Background: an optimization exercise with open tools, aiming at small area. Do not read the settings as production practice.
The RTL was checked by simulation tests, not by an equivalence proof against the original design.
Power figures rest on the tool's default switching activity, not on a simulated workload.

Setup of willow:
// I2C_Top
module I2C_Top
    (
        input clk,
        input rst,  
        input processor,
        input Sda_In,  
        output Sda_Out,  
        output Scl_Out,  
        output an7, an6, an5, an4, an3, an2, an1, an0, ca, cb, cc, cd, ce, cf, cg, dp
    );
Size in the first run: roughly 1100 cells after synthesis, about 140 flip-flops, about 22 I/O pins, ~8000 um2 of cells after synthesis.
export LEC_CHECK = 0
export ABC_AREA = 1
export CAP_MARGIN = 20
export CORE_MARGIN = 2
export CORE_UTILIZATION = 65
export CTS_BUF_LIST = sky130_fd_sc_hd__clkbuf_4 sky130_fd_sc_hd__clkbuf_8
export SLEW_MARGIN = 20
create_clock -name core_clock -period 15.0 [get_ports {clk}]
standard.sh (not shown) runs the stock make flow with config.mk's settings and CLKGATE_MAP_FILE= SYNTH_SCRIPT=/design/flow/synth_recipe.tcl, a recipe that flattens the netlist after the stock synthesis.
==> flow/flow/run.sh <==
#!/bin/bash
# Own flow: the standard layout (standard.sh) with two changes:
#  - synthesis reads a copy of ORFS's scripts in which abc_area.script is
#    replaced by flow/abc_area.script (a stronger ABC area script); the
#    flip-flops are mapped before ABC runs, so the registers, their names and
#    cell types are those of the standard synthesis;
#  - the port buffers that global placement inserts on every input and output
#    are sky130_fd_sc_hd__buf_1 cells.
set -euo pipefail
W=$PWD
rm -rf "$W/scripts_mod"
cp -r "$FLOW_HOME/scripts" "$W/scripts_mod"
cp "$W/flow/abc_area.script" "$W/scripts_mod/abc_area.script"
bash standard.sh SCRIPTS_DIR="$W/scripts_mod" synth > "$W/standard_synth.log" 2>&1
bash standard.sh BUFFER_PORTS_ARGS="-buffer_cell sky130_fd_sc_hd__buf_1" finish > "$W/standard_finish.log" 2>&1
==> flow/flow/abc_area.script <==
strash
&get -n
&deepsyn -T 60
&put
dch -f
map -a
topo
dnsize -c
### willow -> harbor
Settings: a change of CORE_UTILIZATION from 65 to 75.
==> flow/flow/run.sh <==
#!/bin/bash
# Own flow: the standard layout (standard.sh) with these changes:
#  - synthesis reads a copy of ORFS's scripts in which abc_area.script is
#    replaced by flow/abc_area.script (a stronger ABC area script); the
#    flip-flops are mapped before ABC runs, so the registers, their names and
#    cell types are those of the standard synthesis;
#  - clock tree synthesis adds no dummy load cells (-dont_use_dummy_load);
#  - the port buffers that global placement inserts on every input and output
#    are sky130_fd_sc_hd__buf_1 cells.
set -euo pipefail
W=$PWD
rm -rf "$W/scripts_mod"
cp -r "$FLOW_HOME/scripts" "$W/scripts_mod"
cp "$W/flow/abc_area.script" "$W/scripts_mod/abc_area.script"
bash standard.sh SCRIPTS_DIR="$W/scripts_mod" synth > "$W/standard_synth.log" 2>&1
bash standard.sh BUFFER_PORTS_ARGS="-buffer_cell sky130_fd_sc_hd__buf_1" CTS_ARGS="-sink_clustering_enable -repair_clock_nets -dont_use_dummy_load -buf_list {sky130_fd_sc_hd__clkbuf_4 sky130_fd_sc_hd__clkbuf_8}" finish > "$W/standard_finish.log" 2>&1
==> flow/flow/abc_area.script <==
strash
&get -n
&deepsyn -T 60
&nf -p -F 8 -A 4 -a -R 1000
&put
topo
dnsize -c
Notes after the runs:
The flow did not stop early for harbor: all stages ran, and the layout cleared the timing, design-rule and antenna checks. Height of the chip, harbor and willow: smaller value in harbor. Clock power, harbor and willow: smaller value in harbor. When the final numbers for harbor and willow were put side by side, the met3 routing resource usage after global routing turned out to be smaller in harbor. The most common cell after layout, fill and taps aside comes out sky130_fd_sc_hd__dfxtp_1 in one run and sky130_fd_sc_hd__clkinv_1 in the other, namely in harbor and willow respectively. Compared with willow, harbor is more frugal on power.
Here is what was changed in the inputs of maple compared with harbor.
Settings: changing SLEW_MARGIN from 20 to 5; changing CAP_MARGIN from 20 to 5.
==> flow/flow/run.sh <==
#!/bin/bash
# Own flow: the standard layout (standard.sh) with two changes:
#  - synthesis reads a copy of ORFS's scripts in which abc_area.script is
#    replaced by flow/abc_area.script (a stronger ABC area script); the
#    flip-flops are mapped before ABC runs, so the registers, their names and
#    cell types are those of the standard synthesis;
#  - the port buffers that global placement inserts on every input and output
#    are sky130_fd_sc_hd__buf_1 cells.
set -euo pipefail
W=$PWD
rm -rf "$W/scripts_mod"
cp -r "$FLOW_HOME/scripts" "$W/scripts_mod"
cp "$W/flow/abc_area.script" "$W/scripts_mod/abc_area.script"
bash standard.sh SCRIPTS_DIR="$W/scripts_mod" synth > "$W/standard_synth.log" 2>&1
bash standard.sh BUFFER_PORTS_ARGS="-buffer_cell sky130_fd_sc_hd__buf_1" finish > "$W/standard_finish.log" 2>&1
==> notes.md <==
Combinational cell fraction of total power: maple vs harbor down 3.3 points. Relative to harbor, signal arrival time at the worst endpoint increased by 0.13 ns in maple. maple ended with more part of the total power dissipated in the clock network than harbor. Compared with harbor, maple shows a higher final-layout clock buffer total.
Input-level comparison between ember and maple:
Settings: changing SLEW_MARGIN from 5 to 20; changing CAP_MARGIN from 5 to 20.
==> flow/flow/run.sh <==
#!/bin/bash
# Own flow: the standard layout (standard.sh) with these changes:
#  - synthesis reads a copy of ORFS's scripts in which abc_area.script is
#    replaced by flow/abc_area.script (a stronger ABC area script); the
#    flip-flops are mapped before ABC runs, so the registers, their names and
#    cell types are those of the standard synthesis;
#  - clock tree synthesis adds no dummy load cells (-dont_use_dummy_load)
#    and builds the tree from a clkbuf_8 root and clkbuf_4 buffers;
#  - the port buffers that global placement inserts on every input and output
#    are sky130_fd_sc_hd__buf_1 cells.
set -euo pipefail
W=$PWD
rm -rf "$W/scripts_mod"
cp -r "$FLOW_HOME/scripts" "$W/scripts_mod"
cp "$W/flow/abc_area.script" "$W/scripts_mod/abc_area.script"
bash standard.sh SCRIPTS_DIR="$W/scripts_mod" synth > "$W/standard_synth.log" 2>&1
bash standard.sh BUFFER_PORTS_ARGS="-buffer_cell sky130_fd_sc_hd__buf_1" CTS_ARGS="-sink_clustering_enable -repair_clock_nets -dont_use_dummy_load -root_buf sky130_fd_sc_hd__clkbuf_8 -buf_list {sky130_fd_sc_hd__clkbuf_4}" finish > "$W/standard_finish.log" 2>&1
==> flow/flow/abc_area.script <==
strash
&get -n
&deepsyn -T 120
&nf -p -F 8 -A 4 -a -R 1000
&put
topo
dnsize -c
Sequential share of cell area in ember vs maple: up 1.5 points. Looking at number of DRC violations after detailed-routing iteration 0 across both flows, ember is the stronger of the two, with maple trailing. Final setup slack of the worst path (higher): maple. maple -> ember: initial standard-cell utilization of the core flat. Wire length delta (ember − maple): favourable. Slew of the pin with the lowest slew margin is lower on ember. The first-pass GRT wire length reported for ember is smaller than that of maple by about 5%.


Another version of the RTL of I2C_Top (not shown whole).
For scale: roughly 1100 cells after synthesis, ~140 flip-flops, roughly 8100 um^2 of cells after synthesis.
## I2C_Top
module I2C_Top
    (
        input clk,
        input rst,  
        input processor,
        input Sda_In,  
        output Sda_Out,  
        output Scl_Out,  
        output an7, an6, an5, an4, an3, an2, an1, an0, ca, cb, cc, cd, ce, cf, cg, dp
    );
==> flow/config.mk <==
export PLATFORM = sky130hd
export DESIGN_NAME = I2C_Top
export DESIGN_NICKNAME = I2C_Top
export VERILOG_FILES = /design/flow/design.v
export SDC_FILE = /design/flow/constraint.sdc
export NUM_CORES = 4
export LEC_CHECK = 0
export ABC_AREA = 1
export CAP_MARGIN = 20
export CORE_MARGIN = 2
export CORE_UTILIZATION = 65
export CTS_BUF_LIST = sky130_fd_sc_hd__clkbuf_4 sky130_fd_sc_hd__clkbuf_8
export CTS_CLUSTER_DIAMETER = 100
export CTS_CLUSTER_SIZE = 40
export SLEW_MARGIN = 20
==> flow/constraint.sdc <==
create_clock -name core_clock -period 15.0 [get_ports {clk}]
set_input_delay 3.0000 -clock core_clock [delete_from_list [all_inputs] [get_ports {clk}]]
set_output_delay 3.0000 -clock core_clock [all_outputs]
set_load 0.01 [all_outputs]
==> flow/flow/run.sh <==
#!/bin/bash
# Own flow: the standard layout (standard.sh) throughout, except that the
# synthesis step reads a copy of ORFS's scripts in which abc_area.script is
# replaced by flow/abc_area.script (a stronger ABC area script). Synthesis
# still maps the flip-flops before ABC runs, so the registers, their names and
# cell types are those of the standard synthesis.
set -euo pipefail
W=$PWD
rm -rf "$W/scripts_mod"
cp -r "$FLOW_HOME/scripts" "$W/scripts_mod"
cp "$W/flow/abc_area.script" "$W/scripts_mod/abc_area.script"
bash standard.sh SCRIPTS_DIR="$W/scripts_mod" synth > "$W/standard_synth.log" 2>&1
bash standard.sh finish > "$W/standard_finish.log" 2>&1
==> flow/flow/abc_area.script <==
strash
&get -n
&deepsyn -T 60
&put
dch -f
map -a
topo
dnsize -c
The baseline passed the timing, design-rule and antenna checks.
Next try:
==> flow/run.sh (new file) <==
#!/bin/bash
# synth_recipe.tcl (not shown) runs the flow's synth.tcl, then flattens the netlist and writes it again
# the make line also repeats each setting of config.mk as NAME=value (left out here)
make -C /OpenROAD-flow-scripts/flow DESIGN_CONFIG=/design/flow/config.mk WORK_HOME=/design/flow/orfs CLKGATE_MAP_FILE= SYNTH_SCRIPT=/design/flow/synth_recipe.tcl finish
Settings changed: CORE_UTILIZATION 65 to 60, CTS_BUF_LIST sky130_fd_sc_hd__clkbuf_4 sky130_fd_sc_hd__clkbuf_8 to sky130_fd_sc_hd__clkbuf_8, CTS_CLUSTER_DIAMETER 100 to not set, CTS_CLUSTER_SIZE 40 to not set.
removed: flow/flow/run.sh
removed: flow/flow/abc_area.script
removed: flow/standard.sh
Cell count grows by 35%.
Clock-buffer cell count shrinks by 1.
Non-clock buffer count grows by 4.
Total power grows by about 18%.
Hold slack gains 0.0085 ns.
Wire length grows by about 40%.
Sequential power grows by about 7%.
Combinational power grows by 29%.
Global-route usage grows by 0.76 points.
Core utilization shrinks by 8.7 points.
Next try:
Settings changed: CORE_UTILIZATION 60 to 65, CTS_BUF_LIST sky130_fd_sc_hd__clkbuf_8 to sky130_fd_sc_hd__clkbuf_4 sky130_fd_sc_hd__clkbuf_8.
Effect:
- The changed run produced a clean layout
- count of clock-buffer cells in the layout came out lower by 1
- total power came out lower slightly
- clock skew stays flat
- first-iteration DRC count came out lower by about a fifth
- synthesized cell count is unchanged
- final area barely changes
Next try:
==> flow/flow/run.sh (new file) <==
#!/bin/bash
# Own flow: the standard layout (standard.sh) throughout, except that the
# synthesis step reads a copy of ORFS's scripts in which abc_area.script is
# replaced by flow/abc_area.script (a stronger ABC area script). Synthesis
# still maps the flip-flops before ABC runs, so the registers, their names and
# cell types are those of the standard synthesis.
set -euo pipefail
W=$PWD
rm -rf "$W/scripts_mod"
cp -r "$FLOW_HOME/scripts" "$W/scripts_mod"
cp "$W/flow/abc_area.script" "$W/scripts_mod/abc_area.script"
bash standard.sh SCRIPTS_DIR="$W/scripts_mod" synth > "$W/standard_synth.log" 2>&1
bash standard.sh finish > "$W/standard_finish.log" 2>&1
==> flow/flow/abc_area.script (new file) <==
strash
&get -n
&deepsyn -T 60
&put
dch -f
map -a
topo
dnsize -c
==> flow/standard.sh (new file) <==
#!/bin/bash
# synth_recipe.tcl (not shown) runs the flow's synth.tcl, then flattens the netlist and writes it again
# the make line also repeats each setting of config.mk as NAME=value (left out here)
make -C /OpenROAD-flow-scripts/flow DESIGN_CONFIG=/design/flow/config.mk WORK_HOME=/design/flow/orfs CLKGATE_MAP_FILE= SYNTH_SCRIPT=/design/flow/synth_recipe.tcl "${@:-finish}"
removed: flow/run.sh
Result: Routed wire length falls by a quarter to a third; area after synthesis falls by about a fifth; final cell count falls by a quarter to a third; final area falls by about a fifth; flip-flop and latch count stays the same; worst hold slack degrades by 0.0081 ns; count of clock-buffer cells in the layout rises by 2.


Setup of run 1:
RTL: one of the versions met above, not the one the previous note started from.
Size in the first run: about 910 cells after synthesis, ~140 flip-flops, roughly 22 I/O pins, about 7900 um^2 of cells after synthesis.
clock: 15.0 ns
lec_check: 0
abc_area: 1
cap_margin: 20
core_margin: 2
core_utilization: 75
cts_buf_list: sky130_fd_sc_hd__clkbuf_4 sky130_fd_sc_hd__clkbuf_8
slew_margin: 20
==> flow/flow/run.sh <==
#!/bin/bash
# Own flow: the standard layout (standard.sh) with these changes:
#  - synthesis reads a copy of ORFS's scripts in which abc_area.script is
#    replaced by flow/abc_area.script (a stronger ABC area script); the
#    flip-flops are mapped before ABC runs, so the registers, their names and
#    cell types are those of the standard synthesis;
#  - clock tree synthesis adds no dummy load cells (-dont_use_dummy_load);
#  - the port buffers that global placement inserts on every input and output
#    are sky130_fd_sc_hd__buf_1 cells.
set -euo pipefail
W=$PWD
rm -rf "$W/scripts_mod"
cp -r "$FLOW_HOME/scripts" "$W/scripts_mod"
cp "$W/flow/abc_area.script" "$W/scripts_mod/abc_area.script"
bash standard.sh SCRIPTS_DIR="$W/scripts_mod" synth > "$W/standard_synth.log" 2>&1
bash standard.sh BUFFER_PORTS_ARGS="-buffer_cell sky130_fd_sc_hd__buf_1" CTS_ARGS="-repair_clock_nets -dont_use_dummy_load -buf_list {sky130_fd_sc_hd__clkbuf_4 sky130_fd_sc_hd__clkbuf_8}" finish > "$W/standard_finish.log" 2>&1
==> flow/flow/abc_area.script <==
strash
&get -n
&deepsyn -T 60
&nf -p -F 8 -A 4 -a -R 1000
&put
topo
dnsize -c
What run 2 does differently from run 1 at the input level:
-- flow/flow/run.sh --
<<< run 1, line 14
cp "$W/flow/abc_area.script" "$W/scripts_mod/abc_area.script"
bash standard.sh SCRIPTS_DIR="$W/scripts_mod" synth > "$W/standard_synth.log" 2>&1
bash standard.sh BUFFER_PORTS_ARGS="-buffer_cell sky130_fd_sc_hd__buf_1" CTS_ARGS="-repair_clock_nets -dont_use_dummy_load -buf_list {sky130_fd_sc_hd__clkbuf_4 sky130_fd_sc_hd__clkbuf_8}" finish > "$W/standard_finish.log" 2>&1
>>> run 2, line 14
cp "$W/flow/abc_area.script" "$W/scripts_mod/abc_area.script"
bash standard.sh SCRIPTS_DIR="$W/scripts_mod" synth > "$W/standard_synth.log" 2>&1
bash standard.sh BUFFER_PORTS_ARGS="-buffer_cell sky130_fd_sc_hd__buf_1" CTS_ARGS="-sink_clustering_enable -repair_clock_nets -dont_use_dummy_load -root_buf sky130_fd_sc_hd__clkbuf_8 -buf_list {sky130_fd_sc_hd__clkbuf_4}" finish > "$W/standard_finish.log" 2>&1
[summary]
Against run 1, power in run 2 came out better.
As of run 2, final instance area had fallen slightly compared to run 1.
Row max-slew headroom at the worst pin: run 2 lower / run 1 higher
The final period utilization was comparable across run 2 and run 1.
Achievable frequency: run 2 vs run 1 — no meaningful difference
Any difference in required arrival time at the worst endpoint between run 1 and run 2 is small enough to ignore.
Run 2 against run 1: utilization decreased 1.1 points, met1 usage fell by 0.81 points, power share of the combinational group shows an increase of 1.5 points, power attributed to sequential cells essentially unchanged, total routed wirelength went down by about 1.8%.
Inputs modified between run 2 and run 3:
==> flow/flow/run.sh <==
#!/bin/bash
# Own flow: the standard layout (standard.sh) with two changes:
#  - synthesis reads a copy of ORFS's scripts in which abc_area.script is
#    replaced by flow/abc_area.script (a stronger ABC area script); the
#    flip-flops are mapped before ABC runs, so the registers, their names and
#    cell types are those of the standard synthesis;
#  - clock tree synthesis builds its tree from clkbuf_8 cells and
#    clusters the sinks under clkbuf_4 cells;
#  - the port buffers that global placement inserts on every input and output
#    are sky130_fd_sc_hd__buf_1 cells.
set -euo pipefail
W=$PWD
rm -rf "$W/scripts_mod"
cp -r "$FLOW_HOME/scripts" "$W/scripts_mod"
cp "$W/flow/abc_area.script" "$W/scripts_mod/abc_area.script"
bash standard.sh SCRIPTS_DIR="$W/scripts_mod" synth > "$W/standard_synth.log" 2>&1
bash standard.sh BUFFER_PORTS_ARGS="-buffer_cell sky130_fd_sc_hd__buf_1" CTS_ARGS="-sink_clustering_enable -repair_clock_nets -root_buf sky130_fd_sc_hd__clkbuf_8 -tree_buf sky130_fd_sc_hd__clkbuf_8 -sink_clustering_buffer sky130_fd_sc_hd__clkbuf_4 -buf_list {sky130_fd_sc_hd__clkbuf_4 sky130_fd_sc_hd__clkbuf_8}" finish > "$W/standard_finish.log" 2>&1
-- flow/config.mk --
<<< run 2, line 9
export CAP_MARGIN = 20
export CORE_MARGIN = 2
export CORE_UTILIZATION = 75
export CTS_BUF_LIST = sky130_fd_sc_hd__clkbuf_4 sky130_fd_sc_hd__clkbuf_8
export SLEW_MARGIN = 20
>>> run 3, line 9
export CAP_MARGIN = 20
export CORE_MARGIN = 2
export CORE_UTILIZATION = 65
export CTS_BUF_LIST = sky130_fd_sc_hd__clkbuf_4 sky130_fd_sc_hd__clkbuf_8
export SLEW_MARGIN = 20
## What came out
The non-clock buffering overhead in the final layout of run 3 and that of run 2 are within noise of each other.
Comparing run 3 against run 2, there is no change at all in sequential cell count.
Run 3 vs. run 2: final global-route overflow total held, clock latency of the later-clocked register in the worst-skew pair went up 0.02 ns, cell count went up 26.
In the metrics for run 2 and run 3, the one carrying the higher wire length on met1 is run 3.
The wire length in run 3 sits about 1.1% above the value recorded for run 2.
Summary of run 3 over run 2: global placer's final weighted congestion shows a reduction of 2.1%; total power shows an increase of 0.18 mW.
Run 3 — total global-route track usage 3.7 points lower, run 2 as reference
Reported for run 2 and run 3, total number of multi-input combinational cells turned out identical to the last digit.
Input changes introduced in run 4 (baseline for comparison: run 3):
==> flow/flow/run.sh <==
#!/bin/bash
# Own flow: the standard layout (standard.sh) with two changes:
#  - synthesis reads a copy of ORFS's scripts in which abc_area.script is
#    replaced by flow/abc_area.script (a stronger ABC area script); the
#    flip-flops are mapped before ABC runs, so the registers, their names and
#    cell types are those of the standard synthesis;
#  - the port buffers that global placement inserts on every input and output
#    are sky130_fd_sc_hd__buf_1 cells.
set -euo pipefail
W=$PWD
rm -rf "$W/scripts_mod"
cp -r "$FLOW_HOME/scripts" "$W/scripts_mod"
cp "$W/flow/abc_area.script" "$W/scripts_mod/abc_area.script"
bash standard.sh SCRIPTS_DIR="$W/scripts_mod" synth > "$W/standard_synth.log" 2>&1
bash standard.sh BUFFER_PORTS_ARGS="-buffer_cell sky130_fd_sc_hd__buf_1" finish > "$W/standard_finish.log" 2>&1
-- flow/config.mk --
<<< run 3, line 9
export CAP_MARGIN = 20
export CORE_MARGIN = 2
export CORE_UTILIZATION = 65
export CTS_BUF_LIST = sky130_fd_sc_hd__clkbuf_4 sky130_fd_sc_hd__clkbuf_8
export SLEW_MARGIN = 20
>>> run 4, line 9
export CAP_MARGIN = 20
export CORE_MARGIN = 2
export CORE_UTILIZATION = 75
export CTS_BUF_LIST = sky130_fd_sc_hd__clkbuf_4 sky130_fd_sc_hd__clkbuf_8
export SLEW_MARGIN = 20
## What came out
Run 4 reached the final stage; the timing, design-rule and antenna checks on its layout passed. segdisplay1.uh[6]$_SDFFE_PP0P_ as the capturing instance or port of the critical path was reported by run 4, and segdisplay1.ut[6]$_SDFFE_PP0P_ by run 3. Compared with run 3, run 4 shows vias per cell that has gone up by a few percent. Run 4 reports a higher delay contributed by the slowest stage of the critical path than run 3 does. Hold path depth: run 4 vs run 3 identical. Comparing run 4 and run 3, HPWL after detailed placement is higher on run 4. Run 3 -> run 4: total power per unit cell area increased slightly. Run 4 vs run 3 — cell row count dropped 3. First-iteration DRC count (lower): run 3. In the reports for run 4 and run 3, the larger post-route core utilization belongs to run 4. Looking at hold slack across both flows, run 4 is the weaker of the two, with run 3 ahead. Run 3 has a lower routed wire length than run 4.

-- separate check: timing with driven ports --
Ports are ideal in the flow. The routed layouts listed here were re-timed in OpenROAD.
Step 1, drivers: a clkbuf_16 drives clk and a buf_2 each remaining input, both assumed.
Step 2 moves the port delays by t, midway between the first and last clock arrival at a register: inputs arrive t later, outputs are due t later. That takes back most of the time a late clock gives input paths.
Slacks: ideal / step 1 / step 2; pairs: ideal / step 1.
run	t (ns)	setup slack, ns	worst hold slack (ns)	worst setup path at the end	worst slew at a driven data input, ns
willow	0.493	5.188 / 5.188 / 5.188	0.434 / 0.434 / 0.434	register to register	0.03
harbor	0.452	4.730 / 4.730 / 4.730	0.455 / 0.455 / 0.455	register to register	0.03
maple	0.486	4.636 / 4.636 / 4.636	0.449 / 0.449 / 0.449	register to register	0.03
ember	0.440	4.618 / 4.618 / 4.618	0.469 / 0.469 / 0.469	register to register	0.03
the first run of note 2	0.484	5.038 / 5.038 / 5.038	0.442 / 0.442 / 0.442	register to register	0.03
the second run of note 2	0.506	4.958 / 4.958 / 4.958	0.450 / 0.450 / 0.450	register to register	0.03
the third run of note 2	0.502	4.882 / 4.882 / 4.882	0.450 / 0.450 / 0.450	register to register	0.03
the fourth run of note 2	0.484	5.038 / 5.038 / 5.038	0.442 / 0.442 / 0.442	register to register	0.03
run 1	0.452	4.730 / 4.730 / 4.730	0.455 / 0.455 / 0.455	register to register	0.03
run 2	0.438	4.718 / 4.718 / 4.718	0.456 / 0.456 / 0.456	register to register	0.03
run 3	0.470	4.615 / 4.615 / 4.615	0.460 / 0.460 / 0.460	register to register	0.03
run 4	0.478	4.619 / 4.619 / 4.619	0.449 / 0.449 / 0.449	register to register	0.03
After both steps setup and hold are still met in every run listed.
